Context: an optimization exercise on an open-source flow, tuned for small area. The choices shown serve that exercise and are no tape-out recipe.
The RTL was checked by simulation tests, not by an equivalence proof against the original design.
Power figures rest on the tool's default switching activity, not on a simulated workload.

==> flow/design.v (excerpt) <==
module mul_tree_bf16_12(
        input clk,
        input rst,
        input [(4*32-1):0] mul_ins,
        input mul_stb,
        input [1:0] mode,
        output reg [(4*16-1):0] outputs,
        output reg [3:0] final_output_stbs_1
    );
export LEC_CHECK = 0
export CAP_MARGIN = 20
export CORE_MARGIN = 2
export CORE_UTILIZATION = 75
export SLEW_MARGIN = 20
create_clock -name core_clock -period 5.5 [get_ports {clk}]
standard.sh (not shown) runs the stock make flow with config.mk's settings and CLKGATE_MAP_FILE= SYNTH_SCRIPT=/design/flow/synth_recipe.tcl, a recipe that flattens the netlist after the stock synthesis.
==> flow/flow/run.sh <==
#!/bin/bash
# Layout flow: the standard layout (standard.sh) with a smaller buffer
# cell on the ports (every port is still buffered) and a clock tree built
# from clkbuf_4/clkbuf_8 without dummy loads.  standard.sh's output goes to
# standard.log; ORFS's per-step logs stay under orfs/logs/.
set -euo pipefail
export BUFFER_PORTS_ARGS="-buffer_cell sky130_fd_sc_hd__buf_2"
export CTS_ARGS="-sink_clustering_enable -repair_clock_nets -buf_list {sky130_fd_sc_hd__clkbuf_4 sky130_fd_sc_hd__clkbuf_8} -dont_use_dummy_load"
bash standard.sh > standard.log 2>&1
Then changed:
==> flow/flow/run.sh (replaced) <==
#!/bin/bash
# Layout flow: the standard layout (standard.sh) with a smaller buffer
# cell on the ports (every port is still buffered) and a clock tree built
# from clkbuf_4/clkbuf_8 without dummy loads. Timing-driven global
# placement steers placement but does not keep its buffering.  standard.sh's output goes to
# standard.log; ORFS's per-step logs stay under orfs/logs/.
set -euo pipefail
export BUFFER_PORTS_ARGS="-buffer_cell sky130_fd_sc_hd__buf_2"
export GPL_KEEP_OVERFLOW=0
export CTS_ARGS="-sink_clustering_enable -repair_clock_nets -buf_list {sky130_fd_sc_hd__clkbuf_4 sky130_fd_sc_hd__clkbuf_8} -dont_use_dummy_load"
bash standard.sh > standard.log 2>&1
- CORE_UTILIZATION: 75 -> 65
Result: Flip-flop and latch count stays the same. Hold slack gets better by 0.019 ns. Die area increases by 15%. Routed wire length drops by 3.5%. Via count went down by 4.4%. Synthesized area stays the same.

---

## JK
Starting RTL as in the previous note.
clock: 5.5 ns
lec_check: 0
cap_margin: 20
core_margin: 2
core_utilization: 65
gpl_timing_driven: 0
slew_margin: 20
==> flow/flow/run.sh <==
#!/bin/bash
# Layout flow: the standard layout (standard.sh) with
#  - the standard synthesis, then opt_inv.py on its netlist: it flips the
#    polarity of full adders (FA(~a,~b,~c) = ~FA(a,b,c)) where that removes
#    inverters, and absorbs inverters into neighbouring gates (see its
#    docstring); registers and ports are untouched;
#  - buf_1 on the ports (every port is still buffered);
#  - a clock tree built from clkbuf_4/clkbuf_8 without dummy loads.
# Each tool's output goes to a log of its own here (synth.log, opt_inv.log,
# standard.log); ORFS's per-step logs stay under orfs/logs/.
set -euo pipefail
export BUFFER_PORTS_ARGS="-buffer_cell sky130_fd_sc_hd__buf_1"
export CTS_ARGS="-sink_clustering_enable -repair_clock_nets -buf_list {sky130_fd_sc_hd__clkbuf_4 sky130_fd_sc_hd__clkbuf_8} -dont_use_dummy_load"
R=orfs/results/${FLOW_PLATFORM}/mul_tree_bf16_12/base

bash standard.sh synth > synth.log 2>&1
cp "$R/1_2_yosys.v" "$R/1_2_yosys.std.v"
python3 flow/opt_inv.py "$R/1_2_yosys.std.v" "$R/1_2_yosys.v" \
  "$FLOW_HOME/platforms/$FLOW_PLATFORM/lib/sky130_fd_sc_hd__tt_025C_1v80.lib" > opt_inv.log 2>&1
rm -f "$R/1_synth.odb" "$R/1_synth.sdc"
bash standard.sh > standard.log 2>&1
Other scripts of this flow, unchanged in this note and not shown: flow/flow/opt_inv.py
JK went all the way through the flow, and no timing, DRC or antenna check failed.
[inputs] MS vs JK
- a deleted GPL_TIMING_DRIVEN that had been 0
--- a/flow/flow/run.sh
+++ b/flow/flow/run.sh
@@ -5,10 +5,10 @@
 #    inverters, and absorbs inverters into neighbouring gates (see its
 #    docstring); registers and ports are untouched;
-#  - buf_1 on the ports (every port is still buffered);
+#  - a smaller buffer cell on the ports (every port is still buffered);
 #  - a clock tree built from clkbuf_4/clkbuf_8 without dummy loads.
 # Each tool's output goes to a log of its own here (synth.log, opt_inv.log,
 # standard.log); ORFS's per-step logs stay under orfs/logs/.
 set -euo pipefail
-export BUFFER_PORTS_ARGS="-buffer_cell sky130_fd_sc_hd__buf_1"
+export BUFFER_PORTS_ARGS="-buffer_cell sky130_fd_sc_hd__buf_2"
 export CTS_ARGS="-sink_clustering_enable -repair_clock_nets -buf_list {sky130_fd_sc_hd__clkbuf_4 sky130_fd_sc_hd__clkbuf_8} -dont_use_dummy_load"
 R=orfs/results/${FLOW_PLATFORM}/mul_tree_bf16_12/base
==> summary.txt <==
Setup slack in MS is larger than in JK. Changes observed in MS relative to JK: post-DP HPWL saw an increase, setup slack of the most critical reg-to-reg path saw an increase, share of power burned in the clock network saw little to no change. Number of buffers outside the clock class in the layout (higher): MS. Worst hold path depth: MS vs JK — no meaningful difference. Cell area | MS vs JK | MS larger.

---

## P
Starting RTL as in the previous note.
export LEC_CHECK = 0
export CAP_MARGIN = 20
export CORE_MARGIN = 2
export CORE_UTILIZATION = 65
export SLEW_MARGIN = 20
create_clock -name core_clock -period 5.5 [get_ports {clk}]
==> flow/flow/run.sh <==
#!/bin/bash
# Layout flow: the standard layout (standard.sh) with
#  - the standard synthesis, then opt_inv.py on its netlist: it flips the
#    polarity of full adders (FA(~a,~b,~c) = ~FA(a,b,c)) where that removes
#    inverters; registers and ports are untouched;
#  - a smaller buffer cell on the ports (every port is still buffered);
#  - a clock tree built from clkbuf_4/clkbuf_8 without dummy loads.
# Each tool's output goes to a log of its own here (synth.log, opt_inv.log,
# standard.log); ORFS's per-step logs stay under orfs/logs/.
set -euo pipefail
export BUFFER_PORTS_ARGS="-buffer_cell sky130_fd_sc_hd__buf_2"
export CTS_ARGS="-sink_clustering_enable -repair_clock_nets -buf_list {sky130_fd_sc_hd__clkbuf_4 sky130_fd_sc_hd__clkbuf_8} -dont_use_dummy_load"
R=orfs/results/${FLOW_PLATFORM}/mul_tree_bf16_12/base

bash standard.sh synth > synth.log 2>&1
cp "$R/1_2_yosys.v" "$R/1_2_yosys.std.v"
python3 flow/opt_inv.py "$R/1_2_yosys.std.v" "$R/1_2_yosys.v" > opt_inv.log 2>&1
rm -f "$R/1_synth.odb" "$R/1_synth.sdc"
bash standard.sh > standard.log 2>&1
Other scripts of this flow, unchanged in this note and not shown: flow/flow/opt_inv.py
P ran to completion and came out clean on the timing, DRC and antenna checks.
The following lists how Q was set up differently from P:
==> flow/flow/run.sh <==
#!/bin/bash
# Layout flow: the standard layout (standard.sh) with
#  - the standard synthesis, then opt_inv.py on its netlist: it flips the
#    polarity of full adders (FA(~a,~b,~c) = ~FA(a,b,c)) where that removes
#    inverters, and absorbs inverters into neighbouring gates (see its
#    docstring); registers and ports are untouched;
#  - buf_1 on the ports (every port is still buffered);
#  - a clock tree built from clkbuf_4/clkbuf_8 without dummy loads.
# Each tool's output goes to a log of its own here (synth.log, opt_inv.log,
# standard.log); ORFS's per-step logs stay under orfs/logs/.
set -euo pipefail
export BUFFER_PORTS_ARGS="-buffer_cell sky130_fd_sc_hd__buf_1"
export CTS_ARGS="-sink_clustering_enable -repair_clock_nets -buf_list {sky130_fd_sc_hd__clkbuf_4 sky130_fd_sc_hd__clkbuf_8} -dont_use_dummy_load"
R=orfs/results/${FLOW_PLATFORM}/mul_tree_bf16_12/base

bash standard.sh synth > synth.log 2>&1
cp "$R/1_2_yosys.v" "$R/1_2_yosys.std.v"
python3 flow/opt_inv.py "$R/1_2_yosys.std.v" "$R/1_2_yosys.v" \
  "$FLOW_HOME/platforms/$FLOW_PLATFORM/lib/sky130_fd_sc_hd__tt_025C_1v80.lib" > opt_inv.log 2>&1
rm -f "$R/1_synth.odb" "$R/1_synth.sdc"
bash standard.sh > standard.log 2>&1
Results
There was hardly any difference in width of the die between P and Q.
Compared to P, Q has wire length reported by the detailed router 600 µm higher.
[Q vs P] share of the cycle needed by the critical path after routing: lower in Q
Compared P against Q; share of power burned in the clock network within noise.
Between Q and P, the endpoint arrival time on the critical path figures differ only marginally.
Comparing P and Q, the higher share of total power in combinational logic was measured on P.

## port drivers added, routing unchanged
Ports are ideal in the flow. The routed layouts listed here were re-timed in OpenROAD. Step 1, drivers: a clkbuf_16 drives clk and a buf_2 each remaining input, both assumed. Step 2 moves the port delays by t, midway between the first and last clock arrival at a register: inputs arrive t later, outputs are due t later. That takes back most of the time a late clock gives input paths. Three values: ideal, step 1, step 2; two values: the first two.
run	t (ns)	setup slack, ns	worst register clock-pin slew, ns	worst data-port slew with drivers (ns)	cell pins on the clock port's net
the first run of note 1	0.487	0.116 / 0.116 / -0.101	0.08 / 0.08	0.07	1
the second run of note 1	0.502	0.130 / 0.130 / -0.177	0.08 / 0.08	0.08	1
JK	0.490	0.158 / 0.163 / -0.327	0.08 / 0.08	0.07	1
MS	0.498	0.236 / 0.236 / -0.213	0.09 / 0.09	0.06	1
P	0.497	0.194 / 0.194 / -0.185	0.08 / 0.08	0.07	1
Q	0.496	0.242 / 0.242 / -0.148	0.08 / 0.08	0.08	1
With both steps, setup timing fails in every run listed, where it was met with ideal ports. For JK, which loses most, drivers alone change the setup slack by +0.005 ns; drivers and shift together by -0.485 ns.
